This is an optimization exercise on Yosys and OpenROAD, whose aim is small area and a short achievable clock period, not a production implementation. No functional check of the RTL was part of any run shown here.

## flow/design.v (module list and top-level ports; edited modules follow where they fit)
// module pe: 1131 lines
// module systolic_array: 101 lines
module systolic_array #(
    parameter M           = 5,
    parameter N           = 3,
    parameter K           = 4,
    parameter DATA_WIDTH  = 32
) (
    input clk,
    input rst_n,
    input [DATA_WIDTH*M-1:0] X,
    input [DATA_WIDTH*K-1:0] W,
    output reg [DATA_WIDTH*M*K-1:0] Y,
    output done
);
  // ...
==> flow/flow/run.sh <==
#!/bin/bash
set -euo pipefail
export BUFFER_PORTS_ARGS="-buffer_cell sky130_fd_sc_hd__buf_2"
bash standard.sh > standard_make.log 2>&1
==> flow/standard.sh <==
#!/bin/bash
# synth_recipe.tcl (not shown) runs the flow's synth.tcl, then flattens the netlist and writes it again
# the make line also repeats each setting of config.mk as NAME=value (left out here)
make -C /OpenROAD-flow-scripts/flow DESIGN_CONFIG=/design/flow/config.mk WORK_HOME=/design/flow/orfs CLKGATE_MAP_FILE= SYNTH_SCRIPT=/design/flow/synth_recipe.tcl "${@:-finish}"
==> flow/config.mk <==
export PLATFORM = sky130hd
export DESIGN_NAME = systolic_array
export DESIGN_NICKNAME = systolic_array
export VERILOG_FILES = /design/flow/design.v
export SDC_FILE = /design/flow/constraint.sdc
export NUM_CORES = 8
export LEC_CHECK = 0
export ABC_AREA = 1
export CAP_MARGIN = 20
export CORE_MARGIN = 2
export CORE_UTILIZATION = 60
export PLACE_DENSITY = 0.7
export SETUP_SLACK_MARGIN = 5
export SLEW_MARGIN = 20
export SYNTH_HIERARCHICAL = 1
==> flow/constraint.sdc <==
create_clock -name core_clock -period 8.5 [get_ports {clk}]
set_input_delay 1.7000 -clock core_clock [delete_from_list [all_inputs] [get_ports {clk}]]
set_output_delay 1.7000 -clock core_clock [all_outputs]
set_load 0.01 [all_outputs]
==> notes.md, run 1 <==
instance count on the critical path 8; outcome complete, no violations; placed inst area 0.142 sq mm; Worst-Skew Late Latency roughly 1000 ps; Synth async-reset ratio 0.517%; Non-Filler Instances roughly 18000; CP startpoint row[1].eone[8]; Worst setup EP type register; DR top layer met5; Post-synth EDFFs 640; full die area 0.230 sq mm; vias per cell 5.74; detailed placement HPWL 314 mm; Hold Startpoint row[4].xr0[24]; fin crit period roughly 3600 ps; vias in the first global route 104765; family with the most delay on the worst path adder cells; Synth top cells by count inv_1 (2437), nand2_1 (2297), dfxtp_1 (1863); DR iter-0 viols 11521; final instance area 0.154 sq mm; area of the mapped netlist 0.135 sq mm; Post-CTS Hold Buffers 0; Chip Width 479 um; Setup TNS 0 ps
==> module systolic_array, before the edit <==
module systolic_array #(
    parameter M           = 5,
    parameter N           = 3,
    parameter K           = 4,
    parameter DATA_WIDTH  = 32
) (
    input clk,
    input rst_n,
    input [DATA_WIDTH*M-1:0] X,
    input [DATA_WIDTH*K-1:0] W,
    output reg [DATA_WIDTH*M*K-1:0] Y,
    output done
);
reg [3:0] cnt;
reg done_q;
always @(posedge clk or negedge rst_n) begin
    if (!rst_n) begin
        cnt <= 4'd0;
        done_q <= 1'b0;
    end else begin
        if (cnt != 4'd15) cnt <= cnt + 4'd1;
        if (cnt == 4'd13) done_q <= 1'b1;
    end
end
assign done = done_q;
reg [2:0] ld;     
reg [M-1:0] clr;  
reg [3:0] wy;     
always @(posedge clk or negedge rst_n) begin
    if (!rst_n) begin
        ld <= 3'b001;
        clr <= {M{1'b0}};
        wy <= 4'd0;
    end else begin
        ld <= {cnt == 4'd1, cnt == 4'd0, 1'b0};
        clr <= {M{(cnt == 4'd0) | (cnt == 4'd1) | (cnt == 4'd6) | (cnt == 4'd7)}};
        wy[0] <= (cnt == 4'd5);
        wy[1] <= (cnt == 4'd6);
        wy[2] <= (cnt == 4'd11);
        wy[3] <= (cnt == 4'd12);
    end
end
wire ldany = |ld;
reg [31:0] wq [0:9];
wire [31:0] wq0_d = (ld[0] | ld[2]) ? W[0 +: 32] : ld[1] ? W[32 +: 32] : wq[1];
integer q;
always @(posedge clk) begin
    for (q = 0; q < 9; q = q + 1) wq[q] <= wq[q+1];
    if (ld[0] | ld[2]) begin
        wq[0] <= W[0 +: 32];  wq[3] <= W[32 +: 32];
        wq[6] <= W[64 +: 32]; wq[9] <= W[96 +: 32];
    end else if (ld[1]) begin
        wq[0] <= W[32 +: 32]; wq[3] <= W[0 +: 32];
        wq[6] <= W[96 +: 32]; wq[9] <= W[64 +: 32];
    end else begin
        wq[9] <= W[64 +: 32];
    end
end
function [15:0] bone(input [31:0] x);
    integer k;
    begin
        for (k = 0; k < 16; k = k + 1)
            bone[k] = x[2*k] ^ ((k == 0) ? 1'b0 : x[(k == 0) ? 0 : 2*k-1]);
    end
endfunction
function [15:0] btwo(input [31:0] x);
    integer k;
    reg b2, b1, b0;
    begin
        for (k = 0; k < 16; k = k + 1) begin
            b2 = x[2*k+1];
            b1 = x[2*k];
            b0 = (k == 0) ? 1'b0 : x[(k == 0) ? 0 : 2*k-1];
            btwo[k] = (b2 & ~b1 & ~b0) | (~b2 & b1 & b0);
        end
    end
endfunction
genvar i;
generate
    for (i = 0; i < M; i = i + 1) begin : row
        reg [31:0] xr0, xr1, xr2;
        reg [15:0] eone, etwo;       
        wire [31:0] xr0_d = ldany ? X[32*i +: 32] : xr1;
        always @(posedge clk) begin
            xr0 <= xr0_d;
            eone <= bone(xr0_d);
            etwo <= btwo(xr0_d);
            xr1 <= xr2;
            xr2 <= xr0;
        end
        wire [31:0] sum;
        pe u (.clk(clk), .x(xr0), .eone(eone), .etwo(etwo), .wd(wq0_d), .clr(clr[i]), .sum(sum));
        always @(posedge clk) begin
            if (wy[0]) Y[32*(4*i+0) +: 32] <= sum;
            if (wy[1]) Y[32*(4*i+1) +: 32] <= sum;
            if (wy[2]) Y[32*(4*i+2) +: 32] <= sum;
            if (wy[3]) Y[32*(4*i+3) +: 32] <= sum;
        end
    end
endgenerate
endmodule
==> run 2: changes to the inputs <==
--- a/flow/design.v
+++ b/flow/design.v
@@ -1,69 +1,65 @@
 module pe (
     input clk,
     input [31:0] x,       
-    input [15:0] eone,    
-    input [15:0] etwo,    
-    input [31:0] wd,      
+    input [31:0] w,       
     input clr,            
     output [31:0] sum     
 );
-  reg [31:0] w;
-  always @(posedge clk) w <= wd;
   reg [31:0] acc;        
   wire [31:0] accm = clr ? 32'd0 : acc;
-  wire one0 = eone[0];
-  wire two0 = etwo[0];
   wire neg0 = x[1];
-  wire one1 = eone[1];
-  wire two1 = etwo[1];
+  wire one0 = x[0] ^ 1'b0;
+  wire two0 = (x[1] & ~x[0] & ~1'b0) | (~x[1] & x[0] & 1'b0);
   wire neg1 = x[3];
-  wire one2 = eone[2];
-  wire two2 = etwo[2];
+  wire one1 = x[2] ^ x[1];
+  wire two1 = (x[3] & ~x[2] & ~x[1]) | (~x[3] & x[2] & x[1]);
   wire neg2 = x[5];
-  wire one3 = eone[3];
-  wire two3 = etwo[3];
+  wire one2 = x[4] ^ x[3];
+  wire two2 = (x[5] & ~x[4] & ~x[3]) | (~x[5] & x[4] & x[3]);
   wire neg3 = x[7];
-  wire one4 = eone[4];
-  wire two4 = etwo[4];
+  wire one3 = x[6] ^ x[5];
+  wire two3 = (x[7] & ~x[6] & ~x[5]) | (~x[7] & x[6] & x[5]);
   wire neg4 = x[9];
-  wire one5 = eone[5];
-  wire two5 = etwo[5];
+  wire one4 = x[8] ^ x[7];
+  wire two4 = (x[9] & ~x[8] & ~x[7]) | (~x[9] & x[8] & x[7]);
   wire neg5 = x[11];
-  wire one6 = eone[6];
-  wire two6 = etwo[6];
+  wire one5 = x[10] ^ x[9];
+  wire two5 = (x[11] & ~x[10] & ~x[9]) | (~x[11] & x[10] & x[9]);
   wire neg6 = x[13];
-  wire one7 = eone[7];
-  wire two7 = etwo[7];
+  wire one6 = x[12] ^ x[11];
+  wire two6 = (x[13] & ~x[12] & ~x[11]) | (~x[13] & x[12] & x[11]);
   wire neg7 = x[15];
-  wire one8 = eone[8];
-  wire two8 = etwo[8];
+  wire one7 = x[14] ^ x[13];
+  wire two7 = (x[15] & ~x[14] & ~x[13]) | (~x[15] & x[14] & x[13]);
   wire neg8 = x[17];
-  wire one9 = eone[9];
-  wire two9 = etwo[9];
+  wire one8 = x[16] ^ x[15];
+  wire two8 = (x[17] & ~x[16] & ~x[15]) | (~x[17] & x[16] & x[15]);
   wire neg9 = x[19];
-  wire one10 = eone[10];
-  wire two10 = etwo[10];
+  wire one9 = x[18] ^ x[17];
+  wire two9 = (x[19] & ~x[18] & ~x[17]) | (~x[19] & x[18] & x[17]);
   wire neg10 = x[21];
-  wire one11 = eone[11];
-  wire two11 = etwo[11];
+  wire one10 = x[20] ^ x[19];
+  wire two10 = (x[21] & ~x[20] & ~x[19]) | (~x[21] & x[20] & x[19]);
   wire neg11 = x[23];
-  wire one12 = eone[12];
-  wire two12 = etwo[12];
+  wire one11 = x[22] ^ x[21];
+  wire two11 = (x[23] & ~x[22] & ~x[21]) | (~x[23] & x[22] & x[21]);
   wire neg12 = x[25];
-  wire one13 = eone[13];
-  wire two13 = etwo[13];
+  wire one12 = x[24] ^ x[23];
+  wire two12 = (x[25] & ~x[24] & ~x[23]) | (~x[25] & x[24] & x[23]);
   wire neg13 = x[27];
-  wire one14 = eone[14];
-  wire two14 = etwo[14];
+  wire one13 = x[26] ^ x[25];
+  wire two13 = (x[27] & ~x[26] & ~x[25]) | (~x[27] & x[26] & x[25]);
   wire neg14 = x[29];
-  wire one15 = eone[15];
-  wire two15 = etwo[15];
+  wire one14 = x[28] ^ x[27];
+  wire two14 = (x[29] & ~x[28] & ~x[27]) | (~x[29] & x[28] & x[27]);
   wire neg15 = x[31];
+  wire one15 = x[30] ^ x[29];
+  wire two15 = (x[31] & ~x[30] & ~x[29]) | (~x[31] & x[30] & x[29]);
   wire pp0_0 = (one0 & w[0]) ^ neg0;
   wire pp0_1 = ((one0 & w[1]) | (two0 & w[0])) ^ neg0;
   wire pp0_2 = ((one0 & w[2]) | (two0 & w[1])) ^ neg0;
   wire pp0_3 = ((one0 & w[3]) | (two0 & w[2])) ^ neg0;
   wire pp0_4 = ((one0 & w[4]) | (two0 & w[3])) ^ neg0;
   wire pp0_5 = ((one0 & w[5]) | (two0 & w[4])) ^ neg0;
   wire pp0_6 = ((one0 & w[6]) | (two0 & w[5])) ^ neg0;
   wire pp0_7 = ((one0 & w[7]) | (two0 & w[6])) ^ neg0;
@@ -1168,64 +1164,40 @@
         wy[0] <= (cnt == 4'd5);
         wy[1] <= (cnt == 4'd6);
         wy[2] <= (cnt == 4'd11);
         wy[3] <= (cnt == 4'd12);
     end
 end
 wire ldany = |ld;
 reg [31:0] wq [0:9];
-wire [31:0] wq0_d = (ld[0] | ld[2]) ? W[0 +: 32] : ld[1] ? W[32 +: 32] : wq[1];
 integer q;
 always @(posedge clk) begin
     for (q = 0; q < 9; q = q + 1) wq[q] <= wq[q+1];
     if (ld[0] | ld[2]) begin
         wq[0] <= W[0 +: 32];  wq[3] <= W[32 +: 32];
         wq[6] <= W[64 +: 32]; wq[9] <= W[96 +: 32];
     end else if (ld[1]) begin
         wq[0] <= W[32 +: 32]; wq[3] <= W[0 +: 32];
         wq[6] <= W[96 +: 32]; wq[9] <= W[64 +: 32];
     end else begin
         wq[9] <= W[64 +: 32];
     end
 end
-function [15:0] bone(input [31:0] x);
-    integer k;
-    begin
-        for (k = 0; k < 16; k = k + 1)
-            bone[k] = x[2*k] ^ ((k == 0) ? 1'b0 : x[(k == 0) ? 0 : 2*k-1]);
-    end
-endfunction
-function [15:0] btwo(input [31:0] x);
-    integer k;
-    reg b2, b1, b0;
-    begin
-        for (k = 0; k < 16; k = k + 1) begin
-            b2 = x[2*k+1];
-            b1 = x[2*k];
-            b0 = (k == 0) ? 1'b0 : x[(k == 0) ? 0 : 2*k-1];
-            btwo[k] = (b2 & ~b1 & ~b0) | (~b2 & b1 & b0);
-        end
-    end
-endfunction
 genvar i;
 generate
     for (i = 0; i < M; i = i + 1) begin : row
         reg [31:0] xr0, xr1, xr2;
-        reg [15:0] eone, etwo;       
-        wire [31:0] xr0_d = ldany ? X[32*i +: 32] : xr1;
         always @(posedge clk) begin
-            xr0 <= xr0_d;
-            eone <= bone(xr0_d);
-            etwo <= btwo(xr0_d);
+            xr0 <= ldany ? X[32*i +: 32] : xr1;
             xr1 <= xr2;
             xr2 <= xr0;
         end
         wire [31:0] sum;
-        pe u (.clk(clk), .x(xr0), .eone(eone), .etwo(etwo), .wd(wq0_d), .clr(clr[i]), .sum(sum));
+        pe u (.clk(clk), .x(xr0), .w(wq[0]), .clr(clr[i]), .sum(sum));
         always @(posedge clk) begin
             if (wy[0]) Y[32*(4*i+0) +: 32] <= sum;
             if (wy[1]) Y[32*(4*i+1) +: 32] <= sum;
             if (wy[2]) Y[32*(4*i+2) +: 32] <= sum;
             if (wy[3]) Y[32*(4*i+3) +: 32] <= sum;
         end
     end
 endgenerate
==> flow/run.sh (new file) <==
#!/bin/bash
# synth_recipe.tcl (not shown) runs the flow's synth.tcl, then flattens the netlist and writes it again
# the make line also repeats each setting of config.mk as NAME=value (left out here)
make -C /OpenROAD-flow-scripts/flow DESIGN_CONFIG=/design/flow/config.mk WORK_HOME=/design/flow/orfs CLKGATE_MAP_FILE= SYNTH_SCRIPT=/design/flow/synth_recipe.tcl finish
--- a/flow/config.mk
+++ b/flow/config.mk
@@ -5,11 +5,10 @@
 export SDC_FILE = /design/flow/constraint.sdc
 export NUM_CORES = 8
 export LEC_CHECK = 0
 export ABC_AREA = 1
 export CAP_MARGIN = 20
 export CORE_MARGIN = 2
 export CORE_UTILIZATION = 60
 export PLACE_DENSITY = 0.7
-export SETUP_SLACK_MARGIN = 5
+export SETUP_SLACK_MARGIN = 4
 export SLEW_MARGIN = 20
-export SYNTH_HIERARCHICAL = 1
removed: flow/flow/run.sh
removed: flow/standard.sh
==> run 2 against run 1 <==
Core utilization grew 1.0 points; cell area shrank 7.7%; wire length shrank 13%; sequential share of layout area shrank 1.0 points; register-to-register slack lost 950 ps; maximum frequency shrank 21%; critical path type unchanged; sequential cell count shrank 293; die area shrank 9.2%; worst hold slack gained 23 ps; synthesized cell count shrank 16%.
==> notes.md, run 2 <==
number of routed nets with antenna violations 0 (unchanged); top-count cell post-synth inv_1 (unchanged); Worst-Skew Late Latency 920 ps (was 980 ps); Yosys cell types 60 (was 43); crit path launch type register (unchanged); Required @ worst endpoint 9270 ps (was 9290 ps); most frequent cells in the layout inv_1 (1838), dfxtp_1 (1558), xor2_1 (1434), o22ai_1 (1240), fa_1 (1130) (was inv_1 (2358), nand2_1 (2268), dfxtp_1 (1830), xor2_1 (1397), o22ai_1 (1226)); Core Box Area 0.204 sq mm (was 0.225 sq mm); Synth Register Bits 2223 (was 2516); drt pass-1 iters 11 (was 9); root buffer cell clkbuf_16 (unchanged); CP max-delay cell dfxtp_1 (unchanged); fin crit period 4500 ps (was 3560 ps); multi-input logic area 0.0615 sq mm (was 0.0668 sq mm); WP data arrival 5280 ps (was 4340 ps); Worst-Margin Slew 1160 ps (was 1140 ps); syn_nets 13618 (was 15943); gr usage total 36.0% (was 37.3%); Post-layout nets 14273 (was 16773); Register Area 0.0510 sq mm (was 0.0569 sq mm); placed inst area 0.134 sq mm (was 0.142 sq mm); max-slew violations 0 (unchanged); Syn Inst Count 11884 (was 14209); global-route wire length before repair 566 mm (was 645 mm); CTS Buffer Depth 3 (was 4); die height 457 um (was 479 um); Worst Path Class, Setup register to register (unchanged); CP cell instances clkinv_4 -> buf_4 -> o22ai_1 -> xor2_1 -> ha_1 -> fa_1 -> inv_1 -> fa_1 -> inv_1 -> fa_1 (was inv_1 -> o22ai_1 -> xor2_1 -> fa_1 -> fa_1 -> fa_1 -> inv_1 -> fa_1); Placed Cells 14972 (was 17566); most common cell after layout, fill and taps aside inv_1 (unchanged); full die area 0.208 sq mm (was 0.230 sq mm); CTS tree built (unchanged); slowest stage delay, CP 970 ps (was 530 ps); Synth top cells by count inv_1 (1870), dfxtp_1 (1570), xor2_1 (1434) (was inv_1 (2437), nand2_1 (2297), dfxtp_1 (1863)); via count 89638 (was 105130); Synth async-reset ratio 0.585% (was 0.517%); fin util 69.6% (was 68.6%); Clock Sink Count 2223 (was 2516); fillers 15351 (was 17519); detailed placement HPWL 275 mm (was 314 mm); DR iter-0 viols 9918 (was 11521); total grt overflow 0 (unchanged); Post-synth EDFFs 640 (unchanged); DRT Wirelength 380 mm (was 438 mm); Setup TNS 0 ps (unchanged); largest register by flop count Y (unchanged); Site Rows 166 (was 174); cell accounting for the most synthesized area dfxtp_1 (unchanged); setup violators final 0 (unchanged); Worst-path clk slew 70 ps (about the same); Initial Util 60.2% (was 60.3%); Post-CTS Hold Buffers 0 (unchanged); Layout area overhead 15.6% (was 13.7%); Synth Area per Inst 10.3 sq um (was 9.53 sq um); Worst Skew 39.5 ps (was 61.2 ps); initial antenna violation count 28 (was 97); vias per cell 5.81 (was 5.74); max-cap violation count 0 (unchanged); GPL Wtd Cong 0.948 (was 0.984); outcome complete, no violations (unchanged); layout cells sized above 1 7.69% (was 14.4%); IO Pins 931 (unchanged); Syn. warnings 4 (was 9); WL per Instance 24.6 um (was 23.9 um); Chip Width 457 um (was 479 um); top cells by area, synth dfxtp_1 (26%), fa_1 (18%), edfxtp_1 (16%) (was dfxtp_1 (28%), fa_1 (17%), edfxtp_1 (14%)); Rel. slew slack 22.4% (was 24.0%); # port buffers 930 (unchanged); Hold Vio Cnt, Final 0 (unchanged); HP Class register to register (unchanged); largest net degree at the start of global routing 115 (was 149); area of the mapped netlist 0.123 sq mm (was 0.135 sq mm); Largest register FFs 640 (unchanged); DR DRC count 0 (unchanged); family with the most delay on the worst path adder cells (unchanged); final instance area 0.142 sq mm (was 0.154 sq mm); period utilization 53.0% (was 41.8%); fmax 0.222 GHz (was 0.281 GHz); # H-tree levels 4 (was 5); Worst setup EP type register (unchanged); Top Registers Y: 640 flops, wq: 320 flops (was Y: 640 flops, wq: 288 flops); Critical Path Fanout Max 42 (was 14); Non-Filler Instances 15429 (was 18308); dominant synthesized flop cell dfxtp_1 (unchanged); Buf+Inv Stages, Crit Path 4 (was 2); TritonCTS Buffers 220 (was 278); sequential element share of the synthesized area 41.5% (was 42.0%); vias in the first global route 91324 (was 104765); RSZ-0062 raised after global routing true (unchanged); Synth top area share 25.6% (was 27.5%); most frequent CP cell fa_1 (unchanged)
==> run 2: cell types whose count changed after synthesis, sizes merged, moves of 30 or more <==
cell | previous run | this run
xnor2 | 65 | 111
mux2 | 31 | 191
inv | 2518 | 1947
clkbuf | 309 | 408
dfxtp | 1863 | 1570
buf | 351 | 268
clkinv | 75 | 34
nand2 | 2363 | 1147
nand3 | 723 | 184
nor3 | 57 | 27
==> run 2: final timing paths <==
check,startpoint,end,slack (ps),depth (start not counted)
hold / removal,row[2].xr2[31],row[2].xr1[31],320,0
hold reg to reg,row[2].xr2[31],row[2].xr1[31],320,0
setup reg to reg,wq[0][10],row[0].u.ra_30_3,4000,10
max in group asynchronous,rst_n,clr[0],6850,1
min in group asynchronous,rst_n,cnt[2],1190,1
setup / recovery,wq[0][10],row[0].u.ra_30_3,4000,10
==> run 2: area by class of cell <==
type                            count  area share (%)
Inverter                         1981            5.39
Multi-Input combinational cell   7004            43.3
Clock buffer                      300            4.42
Timing Repair inverter              7          0.0247
Timing Repair Buffer             1102            7.53
Sequential cell                  2223            35.9
Clock inverter                    122            1.06
Tap cell                         2688            2.37
Antenna cell                        2         0.00352
==> run 2: worst reg2reg max path: stages, from the launching register on <==
cell and delay [ps]:
dfxtp_1 970, clkinv_4 570, buf_4 470, o22ai_1 390, xor2_1 100, ha_1 260
fa_1 550, inv_1 50, fa_1 510, inv_1 60, fa_1 460
==> run 2: repair_timing <==
| item | CTS | global route |
|---|---|---|
| cloned | 1 | 6 |
| endpoints found under the setup margin | 97 | 58 |
| hold endpoints to repair | 0 | 0 |
| pin swaps | 0 | 0 |
| setup buffers | 0 | 26 |
| gates resized for setup | 36 | 66 |
==> run 2: cell families after synthesis <==
family	count (synthesis)	share of synthesized area (%)
AND/OR/NAND/NOR	1917	6.33
buffers and inverters	2657	8.52
flip-flops	2223	41.5
AO/OA/AOI/OAI	1906	9.28
multiplexers	191	1.75
XOR/XNOR	1545	11.0
adder cells (fa/ha/maj)	1444	21.6
other	1	0.00305
==> run 2: layer usage <==
metal	routed length, um	part of all wire, %	GRT usage (%)
met5	335	0.088	0
met4	19900	5.2	17.2
met3	41100	11	10.0
met2	172000	45	56.1
met1	146000	38	46.5
==> run 2: per-stage QoR <==
step | hold slack, ps | setup WS (ps)
2_1_floorplan | 310 | 4450
3_3_place_gp | 310 | 3500
3_5_place_dp | 312 | 3490
4_1_cts | 318 | 3980
5_1_grt | 323 | 3870
6_report | 319 | 4000
==> run 3: changes to the inputs <==
--- a/flow/design.v
+++ b/flow/design.v
@@ -1169,6 +1169,7 @@
 end
 wire ldany = |ld;
 reg [31:0] wq [0:9];
+wire [31:0] wq0_d = (ld[0] | ld[2]) ? W[0 +: 32] : ld[1] ? W[32 +: 32] : wq[1];
 integer q;
 always @(posedge clk) begin
     for (q = 0; q < 9; q = q + 1) wq[q] <= wq[q+1];
@@ -1191,8 +1192,10 @@
             xr1 <= xr2;
             xr2 <= xr0;
         end
+        reg [31:0] wl;
+        always @(posedge clk) wl <= wq0_d;
         wire [31:0] sum;
-        pe u (.clk(clk), .x(xr0), .w(wq[0]), .clr(clr[i]), .sum(sum));
+        pe u (.clk(clk), .x(xr0), .w(wl), .clr(clr[i]), .sum(sum));
         always @(posedge clk) begin
             if (wy[0]) Y[32*(4*i+0) +: 32] <= sum;
             if (wy[1]) Y[32*(4*i+1) +: 32] <= sum;
==> run 3 against run 2 <==
Synthesized area about the same; largest cell class unchanged; final cell count down 0.16%; worst hold slack worse by 7.7 ps; setup slack better by 6.1 ps; core utilization down 0.055 points; wire length up 0.78%.
==> notes.md, run 3 <==
outcome complete, no violations (unchanged); full die area 0.208 sq mm (about the same); Worst setup EP type register (unchanged); fillers 15456 (was 15351); drt pass-1 iters 7 (was 11); DRT Wirelength 382 mm (was 380 mm); detailed placement HPWL 279 mm (was 275 mm); Synth top cells by count inv_1 (1880), dfxtp_1 (1570), xor2_1 (1438) (was inv_1 (1870), dfxtp_1 (1570), xor2_1 (1434)); Top Registers Y: 640 flops, wq: 288 flops (was Y: 640 flops, wq: 320 flops); Yosys cell types 61 (was 60); via count 89449 (was 89638); largest net degree at the start of global routing 103 (was 115); Synth Register Bits 2223 (unchanged); setup violators final 0 (unchanged); TritonCTS Buffers 220 (unchanged); Initial Util 60.2% (about the same); vias per cell 5.81 (about the same); Syn. warnings 3 (was 4); vias in the first global route 90499 (was 91324); top-count cell post-synth inv_1 (unchanged); most frequent cells in the layout inv_1 (1854), dfxtp_1 (1564), xor2_1 (1437), o22ai_1 (1244), fa_1 (1130) (was inv_1 (1838), dfxtp_1 (1558), xor2_1 (1434), o22ai_1 (1240), fa_1 (1130)); Hold Startpoint wq[2][5] (was row[2].xr2[31]); layout cells sized above 1 7.68% (was 7.69%); fmax 0.222 GHz (about the same); Clock Sink Count 2223 (unchanged); Worst Skew 47.0 ps (was 39.5 ps); sequential element share of the synthesized area 41.5% (about the same); cell accounting for the most synthesized area dfxtp_1 (unchanged); IO Pins 931 (unchanged); syn_nets 13591 (was 13618); DR iter-0 viols 10092 (was 9918); crit path launch type register (unchanged); CTS Buffer Depth 3 (unchanged); Required @ worst endpoint 9270 ps (about the same); Synth async-reset ratio 0.585% (unchanged); global-route wire length before repair 568 mm (was 566 mm); Core Box Area 0.204 sq mm (about the same); fin crit period 4500 ps (about the same); WL per Instance 24.8 um (was 24.6 um); max-cap violation count 0 (unchanged); RSZ-0062 raised after global routing true (unchanged); # port buffers 930 (unchanged); fin util 69.5% (was 69.6%); Critical Path Fanout Max 60 (was 42); Layout area overhead 15.5% (was 15.6%); Worst Path Class, Setup register to register (unchanged); DR DRC count 0 (unchanged); RR Endpoint row[4].u.ra_25_3 (was row[0].u.ra_30_3); Rel. slew slack 19.7% (was 22.4%); multi-input logic area 0.0614 sq mm (was 0.0615 sq mm); Hold EP wq[1][5] (was row[2].xr1[31]); initial antenna violation count 34 (was 28); hold path cells 0 (unchanged); Synth top area share 25.6% (about the same); Largest register FFs 640 (unchanged); Site Rows 166 (unchanged); root buffer cell clkbuf_16 (unchanged); Worst-Margin Slew 1200 ps (was 1160 ps); GPL Wtd Cong 0.970 (was 0.948); top cells by area, synth dfxtp_1 (26%), fa_1 (18%), edfxtp_1 (16%) (unchanged); worst r2r src row[0].wl[0] (was wq[0][10]); Worst-path clk slew 60 ps (was 70 ps); gr usage total 36.2% (was 36.0%); die height 456 um (was 457 um); Setup TNS 0 ps (unchanged); dominant synthesized flop cell dfxtp_1 (unchanged); largest register by flop count Y (unchanged); CTS tree built (unchanged); HP Class register to register (unchanged); area of the mapped netlist 0.123 sq mm (about the same); # H-tree levels 4 (unchanged); number of routed nets with antenna violations 0 (unchanged); Post-synth EDFFs 640 (unchanged); Syn Inst Count 11857 (was 11884); r2r setup slk 4000 ps (about the same); total grt overflow 0 (unchanged); Worst R2R Path Depth 8 (was 10); Chip Width 456 um (was 457 um); most common cell after layout, fill and taps aside inv_1 (unchanged); Hold Vio Cnt, Final 0 (unchanged); Worst-Skew Late Latency 920 ps (about the same); WP data arrival 5270 ps (was 5280 ps); Synth Area per Inst 10.4 sq um (was 10.3 sq um); Register Area 0.0510 sq mm (about the same); period utilization 52.9% (was 53.0%); max-slew violations 0 (unchanged); Post-layout nets 14246 (was 14273)
## run 3: cell count changes after synthesis, sizes merged, moves of 8 or more
cell and change:
o21bai -9, clkbuf -26, o21ai +25, and2 -10, buf +27, nand2 -42
xnor2 -12, clkinv -8, inv +13
## run 3: kinds of logic (layout without fill, tap and decap cells)
kind of cell	after synthesis	in the layout	share of synthesized area [%]
buffers and inverters	2663	3516	8.59
DFF	2223	2223	41.5
AOI/OAI and AO/OA	1926	1926	9.36
and+or+nand+nor	1871	1871	6.19
xor gates and xnor gates	1538	1538	11.0
adders and majority gates	1444	1444	21.6
muxes	191	191	1.75
other	1	7	0.00305
## run 3: repair_timing
| action | 4_1_cts | 5_1_grt |
|---|---|---|
| hold buffers | 0 | 0 |
| endpoints found under the setup margin | 35 | 49 |
| gates cloned | 0 | 5 |
| buffers inserted | 0 | 24 |
| gates resized for setup | 8 | 50 |
## run 3: critical path: stages, from the launching register on
cell     delay [ps]
dfxtp_4         470
inv_4           810
buf_4           870
o22ai_1         230
xor2_1          300
fa_1            580
fa_1            560
inv_1            50
fa_1            450
## run 3: area by class of cell
| type | count | share of cell area [%] |
|---|---|---|
| Sequential cell | 2223 | 36.0 |
| Clock buffer | 301 | 4.43 |
| Timing Repair Buffer | 1105 | 7.56 |
| Tap cell | 2688 | 2.37 |
| Multi-Input combinational cell | 6971 | 43.3 |
| Clock inverter | 119 | 1.00 |
| Antenna cell | 6 | 0.0106 |
| Inverter | 1986 | 5.39 |
| Timing Repair inverter | 5 | 0.0176 |
## run 3: worst max-delay path by stage
stage,start,to,slack (ps)
3_5_place_dp,row[1].xr0[11],row[1].u.ra_28_3,3500
5_1_grt,row[4].xr0[11],row[4].u.ra_31_1,3930
3_3_place_gp,row[0].wl[14],row[0].u.ra_29_3,3640
6_report,row[0].wl[0],row[4].u.ra_25_3,4000
2_1_floorplan,wy[0],Y[0],4450
4_1_cts,row[1].xr0[11],row[1].u.ra_28_3,3970
## run 3: through the flow
stage | area (sq um) | hold WS (ps) | setup WS (ps) | cells
2_1_floorplan | 123000 | 310 | 4450 | 11857
3_3_place_gp | 134000 | 310 | 3640 | 14949
3_5_place_dp | 134000 | 312 | 3500 | 14949
4_1_cts | 141000 | 310 | 3970 | 15369
5_1_grt | 142000 | 317 | 3930 | 15399
6_report | 142000 | 312 | 4000 | 15404
## run 3: layer usage
layer,GRT usage (%),share of wire [%],up-vias
met1,47.9,39,43989
met5,0,0.061,-
li1,-,-,39410
met3,10.1,11,1060
met2,55.4,44,4954
met4,17.2,5.3,36
==> run 4: changes to the inputs <==
--- a/flow/config.mk
+++ b/flow/config.mk
@@ -10,5 +10,5 @@
 export CORE_MARGIN = 2
 export CORE_UTILIZATION = 60
 export PLACE_DENSITY = 0.7
-export SETUP_SLACK_MARGIN = 4
+export SETUP_SLACK_MARGIN = 5
 export SLEW_MARGIN = 20
==> run 4 against run 3 <==
Core utilization increased by 5.5 points; setup slack improved by 720 ps; worst hold slack better by 9.3 ps; register-to-register slack better by 720 ps; non-clock buffer count rose by 469; synthesized cell count is the same; via count rose by 6.3%; die area stayed put; clock-buffer cell count fell by 10; maximum frequency rose by 19%; critical endpoint is now row[0].u.ra_28_3; still clean on timing, DRC and antenna.
==> notes.md, run 4 <==
outcome complete, no violations (unchanged); CTS Buffer Depth 3 (unchanged); Worst R2R Path Depth 16 (was 8); Setup TNS 0 ps (unchanged); layout cells sized above 1 16.7% (was 7.68%); dominant synthesized flop cell dfxtp_1 (unchanged); Buf+Inv Stages, Crit Path 7 (was 3); vias in the first global route 94804 (was 90499); post-route setup slack 4720 ps (was 4000 ps); # H-tree levels 4 (unchanged); family with the most delay on the worst path adder cells (was buffers and inverters); Worst Skew 34.8 ps (was 47.0 ps); Worst-Margin Slew 1190 ps (was 1200 ps); via count 95045 (was 89449); Critical Path Fanout Max 4 (was 60); slowest stage delay, CP 530 ps (was 870 ps); most common cell after layout, fill and taps aside inv_1 (unchanged); Synth top area share 25.6% (unchanged); multi-input logic area 0.0655 sq mm (was 0.0614 sq mm); CP cell instances buf_12 -> nor2_4 -> nand2_2 -> o21ai_4 -> clkinvlp_4 -> buf_6 -> buf_6 -> o22ai_4 -> xor2_2 -> fa_2 -> inv_2 -> fa_1 -> inv_2 -> fa_1 -> inv_2 -> fa_2 (was inv_4 -> buf_4 -> o22ai_1 -> xor2_1 -> fa_1 -> fa_1 -> inv_1 -> fa_1); WP data arrival 4600 ps (was 5270 ps); total grt overflow 0 (unchanged); CP startpoint row[0].xr0[7] (was row[0].wl[0]); worst r2r src row[0].xr0[7] (was row[0].wl[0]); root buffer cell clkbuf_16 (unchanged); syn_nets 13591 (unchanged); RSZ-0062 raised after global routing true (unchanged); GPL Wtd Cong 0.967 (was 0.970); Syn. warnings 3 (unchanged); Worst-path clk slew 70 ps (was 60 ps); Site Rows 166 (unchanged); Met1 Wirelength 156 mm (was 150 mm); WL per Instance 26.5 um (was 24.8 um); instance count on the critical path 16 (was 8); most frequent CP cell inv_2 (was fa_1); metal2 WL 183 mm (was 170 mm); die height 456 um (unchanged); max-cap violation count 0 (unchanged); most frequent cells in the layout inv_1 (1787), dfxtp_1 (1488), xor2_1 (1344), o22ai_1 (1114), fa_1 (1080) (was inv_1 (1854), dfxtp_1 (1564), xor2_1 (1437), o22ai_1 (1244), fa_1 (1130)); Synth Area per Inst 10.4 sq um (unchanged); fin crit period 3780 ps (was 4500 ps); full die area 0.208 sq mm (unchanged); TritonCTS Buffers 220 (unchanged); Synth Register Bits 2223 (unchanged); Hold Startpoint row[2].xr2[15] (was wq[2][5]); Syn Inst Count 11857 (unchanged); vias per cell 5.97 (was 5.81); Required @ worst endpoint 9320 ps (was 9270 ps); largest register by flop count Y (unchanged); sequential element share of the synthesized area 41.5% (unchanged); global-route wire length before repair 609 mm (was 568 mm); fmax 0.265 GHz (was 0.222 GHz); top cells by area, synth dfxtp_1 (26%), fa_1 (18%), edfxtp_1 (16%) (unchanged); largest net degree at the start of global routing 106 (was 103); Largest register FFs 640 (unchanged); Synth top cells by count inv_1 (1880), dfxtp_1 (1570), xor2_1 (1438) (unchanged); Post-CTS Hold Buffers 0 (unchanged); Layout area overhead 24.7% (was 15.5%); Hold Vio Cnt, Final 0 (unchanged); Core Box Area 0.204 sq mm (unchanged); r2r setup slk 4720 ps (was 4000 ps); DR DRC count 0 (unchanged); initial antenna violation count 38 (was 34); # port buffers 930 (unchanged); DRT Wirelength 421 mm (was 382 mm); routed wl met3 52.7 mm (was 41.6 mm); setup violators final 0 (unchanged); Rel. slew slack 20.9% (was 19.7%); dpl ws 3520 ps (was 3500 ps); Worst Path Class, Setup register to register (unchanged); fin util 75.1% (was 69.5%); DR top layer met5 (unchanged); Synth async-reset ratio 0.585% (unchanged); number of routed nets with antenna violations 0 (unchanged); fillers 13863 (was 15456); detailed placement HPWL 277 mm (was 279 mm); gr usage total 39.2% (was 36.2%); drt pass-1 iters 8 (was 7); IO Pins 931 (unchanged); top-count cell post-synth inv_1 (unchanged); period utilization 44.5% (was 52.9%); Clock Sink Count 2223 (unchanged); Register Area 0.0512 sq mm (was 0.0510 sq mm); max-slew violations 0 (unchanged); RR Endpoint row[0].u.ra_28_3 (was row[4].u.ra_25_3); CTS tree built (unchanged); cell accounting for the most synthesized area dfxtp_1 (unchanged); Worst-Skew Late Latency 910 ps (was 920 ps); crit path launch type register (unchanged); DR iter-0 viols 11772 (was 10092); Post-layout nets 14751 (was 14246); Top Registers Y: 640 flops, wq: 288 flops (unchanged); CP max-delay cell fa_2 (was buf_4); HP Class register to register (unchanged); Worst setup EP type register (unchanged); Chip Width 456 um (unchanged); area of the mapped netlist 0.123 sq mm (unchanged); Initial Util 60.2% (unchanged); crit path to row[0].u.ra_28_3 (was row[4].u.ra_25_3); Post-synth EDFFs 640 (unchanged); Yosys cell types 61 (unchanged)
-- run 4: cell counts after synthesis --
Identical to the previous run, type by type.
-- run 4: through the flow --
step | instance area, sq um | hold WS (ps) | instances
detailed placement | 134000 | 312 | 14955
floorplan | 123000 | 310 | 11857
CTS | 149000 | 321 | 15737
global placement | 134000 | 309 | 14954
finish | 153000 | 321 | 15918
global route | 153000 | 325 | 15905
-- run 4: routing by layer --
metal / global-route usage, % / vias up
met2: 58.9 / 6373
met1: 50.2 / 46396
li1: - / 40481
met5: 0.299 / -
met4: 21.8 / 46
met3: 12.9 / 1749
-- run 4: logic make-up (layout without fill, tap and decap cells) --
family / count (synthesis) / in the layout / synth area share [%]
compound gates: 1926 / 1927 / 9.36
xor+xnor: 1538 / 1538 / 11.0
buf+inv: 2663 / 4007 / 8.59
mux: 191 / 191 / 1.75
other cells: 1 / 19 / 0.00305
fa+ha+maj: 1444 / 1444 / 21.6
simple gates: 1871 / 1881 / 6.19
flops: 2223 / 2223 / 41.5
-- run 4: worst min-delay path by stage --
stage,to,slack (ps),cells after the start
after global routing,row[2].xr1[23],320,0
final,row[2].xr1[15],320,0
after detailed placement,row[0].xr1[7],310,0
after global placement,row[2].xr1[23],310,0
after CTS,row[2].xr1[25],320,0
after floorplan,row[0].xr1[0],310,0
-- run 4: timing repair --
item | 4_1_cts | 5_1_grt
resized for setup | 1549 | 596
setup endpoints to repair | 1043 | 511
setup buffers | 273 | 154
pin swaps | 207 | 245
cloned | 92 | 9
-- run 4: final cells by class --
| cell class | count | share of cell area [%] |
|---|---|---|
| antenna | 18 | 0.0294 |
| timing repair inverter | 30 | 0.154 |
| clock inverter | 126 | 0.897 |
| tap | 2688 | 2.20 |
| multi-input combinational | 6982 | 42.8 |
| inverter | 1986 | 5.52 |
| timing repair buffer | 1574 | 11.0 |
| clock buffer | 291 | 4.02 |
| sequential | 2223 | 33.4 |
-- run 4: worst register-to-register path, cell delays in order (launching register included) --
cell	delay, ps
dfxtp_2	330
buf_12	140
nor2_4	160
nand2_2	90
o21ai_4	90
clkinvlp_4	200
buf_6	160
buf_6	110
o22ai_4	110
xor2_2	90
fa_2	530
inv_2	40
fa_1	520
inv_2	70
fa_1	510
inv_2	40
fa_2	520
==> run 5: changes to the inputs <==
==> flow/flow/run.sh (new file) <==
#!/bin/bash
set -euo pipefail
export BUFFER_PORTS_ARGS="-buffer_cell sky130_fd_sc_hd__buf_2"
bash standard.sh > standard_make.log 2>&1
==> flow/standard.sh (new file) <==
#!/bin/bash
# synth_recipe.tcl (not shown) runs the flow's synth.tcl, then flattens the netlist and writes it again
# the make line also repeats each setting of config.mk as NAME=value (left out here)
make -C /OpenROAD-flow-scripts/flow DESIGN_CONFIG=/design/flow/config.mk WORK_HOME=/design/flow/orfs CLKGATE_MAP_FILE= SYNTH_SCRIPT=/design/flow/synth_recipe.tcl "${@:-finish}"
removed: flow/run.sh
==> run 5 against run 4 <==
Core utilization down 2.0 points; critical endpoint is now row[1].u.ra_29_3; still clean on timing, DRC and antenna; critical path depth down 3; wire length up 0.21%; worst hold slack worse by 25 ps.
==> notes.md, run 5 <==
top-count cell post-synth inv_1 (unchanged); DR iter-0 viols 11920 (was 11772); die height 456 um (unchanged); layout cells sized above 1 23.8% (was 16.7%); Hold Startpoint row[2].xr2[31] (was row[2].xr2[15]); Syn. warnings 3 (unchanged); Worst-path clk slew 70 ps (about the same); most common cell after layout, fill and taps aside inv_1 (unchanged); Post-CTS Hold Buffers 0 (unchanged); post-route setup slack 4820 ps (was 4720 ps); syn_nets 13591 (unchanged); area of the mapped netlist 0.123 sq mm (unchanged); # H-tree levels 4 (unchanged); cell accounting for the most synthesized area dfxtp_1 (unchanged); top cells by area, synth dfxtp_1 (26%), fa_1 (18%), edfxtp_1 (16%) (unchanged); Clock Sink Count 2223 (unchanged); gr busiest metal met2 (unchanged); Worst setup EP type register (unchanged); Worst-Skew Late Latency 940 ps (was 910 ps); root buffer cell clkbuf_16 (unchanged); initial antenna violation count 50 (was 38); number of routed nets with antenna violations 0 (unchanged); RSZ-0062 raised after global routing true (unchanged); # port buffers 930 (unchanged); GPL Wtd Cong 0.955 (was 0.967); Post-synth EDFFs 640 (unchanged); Rel. slew slack 18.1% (was 20.9%); Yosys cell types 61 (unchanged); Layout area overhead 21.3% (was 24.7%); Syn Inst Count 11857 (unchanged); setup violators final 0 (unchanged); Synth Area per Inst 10.4 sq um (unchanged); period utilization 43.3% (was 44.5%); fmax 0.272 GHz (was 0.265 GHz); met2 usage in global routing 58.7% (was 58.9%); DRT Wirelength 422 mm (was 421 mm); Synth top area share 25.6% (unchanged); largest register by flop count Y (unchanged); Synth Register Bits 2223 (unchanged); Critical Path Fanout Max 7 (was 4); DR DRC count 0 (unchanged); WP data arrival 4470 ps (was 4600 ps); routing usage on met1 50.6% (was 50.2%); CTS Buffer Depth 3 (unchanged); Largest register FFs 640 (unchanged); Worst Skew 62.0 ps (was 34.8 ps); total grt overflow 0 (unchanged); Synth top cells by count inv_1 (1880), dfxtp_1 (1570), xor2_1 (1438) (unchanged); Site Rows 166 (unchanged); max-slew violations 0 (unchanged); met3 Usage GRT 13.1% (was 12.9%); detailed placement HPWL 275 mm (was 277 mm); Worst-Margin Slew 1220 ps (was 1190 ps); fin crit period 3680 ps (was 3780 ps); gr usage total 39.4% (was 39.2%); Top Registers Y: 640 flops, wq: 288 flops (unchanged); via count 95041 (was 95045); largest net degree at the start of global routing 98 (was 106); Initial Util 60.2% (unchanged); Synth async-reset ratio 0.585% (unchanged); Chip Width 456 um (unchanged); outcome complete, no violations (unchanged); drt pass-1 iters 19 (was 8); Setup TNS 0 ps (unchanged); Required @ worst endpoint 9290 ps (was 9320 ps); sequential element share of the synthesized area 41.5% (unchanged); WL per Instance 26.6 um (was 26.5 um); fillers 14276 (was 13863); global-route wire length before repair 612 mm (was 609 mm); HP Class register to register (unchanged); Post-layout nets 14710 (was 14751); crit path launch type register (unchanged); Core Box Area 0.204 sq mm (unchanged); Hold Vio Cnt, Final 0 (unchanged); CTS tree built (unchanged); vias per cell 5.99 (was 5.97); Worst Path Class, Setup register to register (unchanged); IO Pins 931 (unchanged); CP startpoint row[1].xr0[3] (was row[0].xr0[7]); most frequent cells in the layout inv_1 (1788), dfxtp_1 (1483), xor2_1 (1340), o22ai_1 (1110), fa_1 (1085) (was inv_1 (1787), dfxtp_1 (1488), xor2_1 (1344), o22ai_1 (1114), fa_1 (1080)); dominant synthesized flop cell dfxtp_1 (unchanged); worst r2r src row[1].xr0[3] (was row[0].xr0[7]); full die area 0.208 sq mm (unchanged); dpl ws 3620 ps (was 3520 ps); vias in the first global route 95939 (was 94804); max-cap violation count 0 (unchanged); TritonCTS Buffers 218 (was 220)
-- run 5: cell counts after synthesis --
No cell type changed its count.
-- run 5: cell families after synthesis --
kind of cell | Yosys count | synth area share (%)
AO/OA/AOI/OAI | 1926 | 9.36
XOR/XNOR | 1538 | 11.0
adder cells (fa/ha/maj) | 1444 | 21.6
buffers and inverters | 2663 | 8.59
flip-flops | 2223 | 41.5
multiplexers | 191 | 1.75
other | 1 | 0.00305
AND/OR/NAND/NOR | 1871 | 6.19
-- run 5: metrics by stage --
step / util [%] / instance area, sq um / hold slack [ps] / instances
floorplan: - / 123000 / 310 / 11857
global placement: 63.3 / 129000 / 310 / 14953
detailed placement: 63.3 / 129000 / 312 / 14953
CTS: 71.2 / 145000 / 307 / 15723
global route: 73.0 / 149000 / 311 / 15860
finish: 73.1 / 149000 / 295 / 15871
-- run 5: area by class of cell --
class                   count  area [sq um]  share of cell area, %
well taps                2688          3360                   2.26
diodes                     15          37.5                 0.0252
clock inverters           133          1740                   1.17
inverters                1986          8390                   5.63
flip-flops and latches   2223         51200                   34.4
repair inverters           29           203                  0.136
repair buffers           1535         12300                   8.27
multi-input cells        6983         65600                   44.0
clock buffers             279          6110                   4.10
-- run 5: routing by layer --
metal,up-vias,share of wire (%)
met5,-,0.11
met4,72,7.2
met3,1818,13
met2,6523,43
met1,46268,37
li1,40360,-
-- run 5: final timing paths --
| kind | slack (ps) | cells after the start | endpoint |
|---|---|---|---|
| max in group asynchronous | 7570 | 1 | ld[0] |
| worst max-delay path | 4820 | 13 | row[1].u.ra_29_3 |
| worst min-delay path | 300 | 0 | row[2].xr1[31] |
| worst min register to register | 300 | 0 | row[2].xr1[31] |
| min in group asynchronous | 650 | 1 | wy[1] |
| worst max register to register | 4820 | 13 | row[1].u.ra_29_3 |
-- run 5: repair_timing --
action | 4_1_cts | 5_1_grt
buffers inserted | 268 | 122
setup endpoints to repair | 668 | 531
gates cloned | 90 | 11
gates resized for setup | 1086 | 565
pin swaps | 215 | 235
-- run 5: critical path: stages, from the launching register on --
cell,delay [ps]
dfxtp_4,360
buf_12,140
nand2_8,60
nor2_4,150
a21oi_4,50
buf_12,140
o22ai_2,150
xor2_1,420
fa_1,500
inv_1,90
fa_2,450
fa_1,490
inv_1,50
fa_1,480

what the ideal ports hide:
Ports are ideal in the flow. The routed layouts listed here were re-timed in OpenROAD. Step 1 sets driving cells, clkbuf_16 on the clock port and buf_2 on the other inputs (assumed; they add their load-dependent delay and slew). Step 2 moves the port delays by t, midway between the first and last clock arrival at a register: inputs arrive t later, outputs are due t later. That takes back most of the time a late clock gives input paths. Three values: ideal, step 1, step 2; two values: the first two.
run | t (ns) | slack for setup (ns) | worst hold slack (ns)
run 1 | 1.048 | 4.945 / 4.945 / 4.945 | 0.296 / 0.296 / 0.296
run 2 | 0.996 | 3.995 / 3.995 / 3.995 | 0.319 / 0.319 / 0.319
run 3 | 1.000 | 4.001 / 4.001 / 4.001 | 0.312 / 0.312 / 0.312
run 4 | 0.997 | 4.721 / 4.721 / 4.721 | 0.321 / 0.321 / 0.321
run 5 | 1.011 | 4.822 / 4.822 / 4.822 | 0.295 / 0.295 / 0.295
After both steps setup and hold are still met in every run listed.
